Background: an optimization exercise with open tools, aiming at small area and a short achievable clock period. Do not read the settings as production practice.
At most, simulation tests tie the RTL to the original design; equivalence was not proved.

==> flow/design.v (excerpt) <==
module FPA_final (
  input         clk,
  input         rst,
  input  [31:0] in1,
  input  [31:0] in2,
  output reg [31:0] OUT
);
  wire       gt_n, eq_n, fge_n;
  wire [7:0] s0_n, eL_n;
  FPA B1 (.A(in1), .B(in2), .s0(s0_n), .gt_e(gt_n), .eq_e(eq_n), .fge(fge_n),
          .eL(eL_n));
  reg [22:0] fa, fb;
  reg        sa, sb, gt_e, eq_e, fge, rst_d;
  reg [7:0]  s0, eL;
  always @(posedge clk) begin
    fa    <= in1[22:0];
    fb    <= in2[22:0];
    sa    <= in1[31];
    sb    <= in2[31];
    s0    <= s0_n;
    gt_e  <= gt_n;
    eq_e  <= eq_n;
    fge   <= fge_n;
    eL    <= eL_n;
    rst_d <= rst;
  end
  wire [31:0] C;
  Registers M (.fa(fa), .fb(fb), .sa(sa), .sb(sb), .s0(s0), .gt_e(gt_e),
               .eq_e(eq_e), .fge(fge), .eL(eL), .Sum(C));
  always @(posedge clk) begin
    if (rst)
      OUT <= 32'd0;
    else if (rst_d)
      OUT <= 32'h00800000;
    else
      OUT <= C;
  end
endmodule
==> module normalizer, before the edit <==
module normalizer (input [24:0] r, output [4:0] lz, output [24:0] o);
  wire [31:0] x0 = {r, 7'd0};
  wire        z4 = ~|x0[31:16];
  wire [31:0] x1 = z4 ? {x0[15:0], 16'd0} : x0;
  wire        z3 = ~|x1[31:24];
  wire [31:0] x2 = z3 ? {x1[23:0], 8'd0} : x1;
  wire        z2 = ~|x2[31:28];
  wire [31:0] x3 = z2 ? {x2[27:0], 4'd0} : x2;
  wire        z1 = ~|x3[31:30];
  wire [31:0] x4 = z1 ? {x3[29:0], 2'd0} : x3;
  wire        z0 = ~x4[31];
  wire [31:0] x5 = z0 ? {x4[30:0], 1'd0} : x4;
  assign lz = {z4, z3, z2, z1, z0};
  assign o  = x5[31:7];
endmodule
Settings: LEC_CHECK=0, ABC_AREA=1, CAP_MARGIN=20, CORE_MARGIN=2, CORE_UTILIZATION=40, SLEW_MARGIN=20, SETUP_SLACK_MARGIN=15.3, BUFFER_PORTS_ARGS=-buffer_cell sky130_fd_sc_hd__buf_1; clock period 22.0 ns.
standard.sh (not shown) runs the stock make flow with config.mk's settings and CLKGATE_MAP_FILE= SYNTH_SCRIPT=/design/flow/synth_recipe.tcl, a recipe that flattens the netlist after the stock synthesis.
==> flow/flow/run.sh <==
#!/bin/bash
# Standard layout with three changes: the full/half-adder extraction pass is
# skipped in synthesis (ABC maps the prefix adders directly), the ports get
# sky130 buf_1 buffers, and the repair passes aim below the design's period.
cp config.mk config_orig.log
cat >> config.mk <<'EOC'
export ADDER_MAP_FILE =
export SETUP_SLACK_MARGIN = 15.3
export BUFFER_PORTS_ARGS = -buffer_cell sky130_fd_sc_hd__buf_1
EOC
bash standard.sh > standard_run.log 2>&1
==> next run, changes <==
--- a/flow/design.v
+++ b/flow/design.v
@@ -59,15 +59,36 @@
 module normalizer (input [24:0] r, output [4:0] lz, output [24:0] o);
   wire [31:0] x0 = {r, 7'd0};
-  wire        z4 = ~|x0[31:16];
-  wire [31:0] x1 = z4 ? {x0[15:0], 16'd0} : x0;
-  wire        z3 = ~|x1[31:24];
-  wire [31:0] x2 = z3 ? {x1[23:0], 8'd0} : x1;
-  wire        z2 = ~|x2[31:28];
-  wire [31:0] x3 = z2 ? {x2[27:0], 4'd0} : x2;
-  wire        z1 = ~|x3[31:30];
-  wire [31:0] x4 = z1 ? {x3[29:0], 2'd0} : x3;
-  wire        z0 = ~x4[31];
-  wire [31:0] x5 = z0 ? {x4[30:0], 1'd0} : x4;
-  assign lz = {z4, z3, z2, z1, z0};
+  reg  [15:0] a1, c1;    
+  reg  [7:0]  a2;
+  reg  [15:0] c2;
+  reg  [3:0]  a3;
+  reg  [11:0] c3;
+  reg  [1:0]  a4;
+  reg  [7:0]  c4;
+  integer g;
+  always @* begin
+    for (g = 0; g < 16; g = g + 1) begin
+      a1[g] = ~(x0[2*g+1] | x0[2*g]);
+      c1[g] = ~x0[2*g+1];
+    end
+    for (g = 0; g < 8; g = g + 1) begin
+      a2[g] = a1[2*g+1] & a1[2*g];
+      c2[2*g +: 2] = a1[2*g+1] ? {1'b1, c1[2*g]} : {1'b0, c1[2*g+1]};
+    end
+    for (g = 0; g < 4; g = g + 1) begin
+      a3[g] = a2[2*g+1] & a2[2*g];
+      c3[3*g +: 3] = a2[2*g+1] ? {1'b1, c2[4*g +: 2]} : {1'b0, c2[4*g+2 +: 2]};
+    end
+    for (g = 0; g < 2; g = g + 1) begin
+      a4[g] = a3[2*g+1] & a3[2*g];
+      c4[4*g +: 4] = a3[2*g+1] ? {1'b1, c3[6*g +: 3]} : {1'b0, c3[6*g+3 +: 3]};
+    end
+  end
+  assign lz = a4[1] ? {1'b1, c4[3:0]} : {1'b0, c4[7:4]};
+  wire [31:0] x1 = lz[4] ? {x0[15:0], 16'd0} : x0;
+  wire [31:0] x2 = lz[3] ? {x1[23:0], 8'd0} : x1;
+  wire [31:0] x3 = lz[2] ? {x2[27:0], 4'd0} : x2;
+  wire [31:0] x4 = lz[1] ? {x3[29:0], 2'd0} : x3;
+  wire [31:0] x5 = lz[0] ? {x4[30:0], 1'd0} : x4;
   assign o  = x5[31:7];
 endmodule
What happened: The changed run completed with no timing, DRC or antenna violations. Die area drops slightly. Critical path depth is unchanged. Sequential share of layout area climbs by 0.45 points. Setup slack improves by 0.069 ns. Cell area drops by a few percent.
For the first run of this note, only the layout was checked, not whether the RTL still works.

## static timing again, ports no longer ideal
In the flow no input, the clock included, has a driving cell. The finished layouts below were timed again as built, in two steps. Step 1 (the two cells are an assumption about what drives the block):
set clk [get_ports {clk}]
set_driving_cell -lib_cell sky130_fd_sc_hd__clkbuf_16 $clk
set_driving_cell -lib_cell sky130_fd_sc_hd__buf_2 [delete_from_list [all_inputs] $clk]
Step 2 moves the port delays by t, midway between the first and last clock arrival at a register: inputs arrive t later, outputs are due t later. That takes back most of the time a late clock gives input paths. Three values: ideal ports, drivers, drivers and shift; two values: the first two.
run | shift t [ns] | setup WS [ns] | clock arrival spread, ns | worst slew at a driven data input, ns | cell pins on the clock port's net
the first run | 0.409 | 15.609 / 15.623 / 15.214 | 0.008 / 0.008 | 0.03 | 1
the second run | 0.407 | 15.677 / 15.700 / 15.293 | 0.010 / 0.010 | 0.03 | 1
After both steps every run listed still meets setup and hold. The setup slack of the first run, which loses most, moves by +0.014 ns with the drivers and by -0.395 ns with both steps.
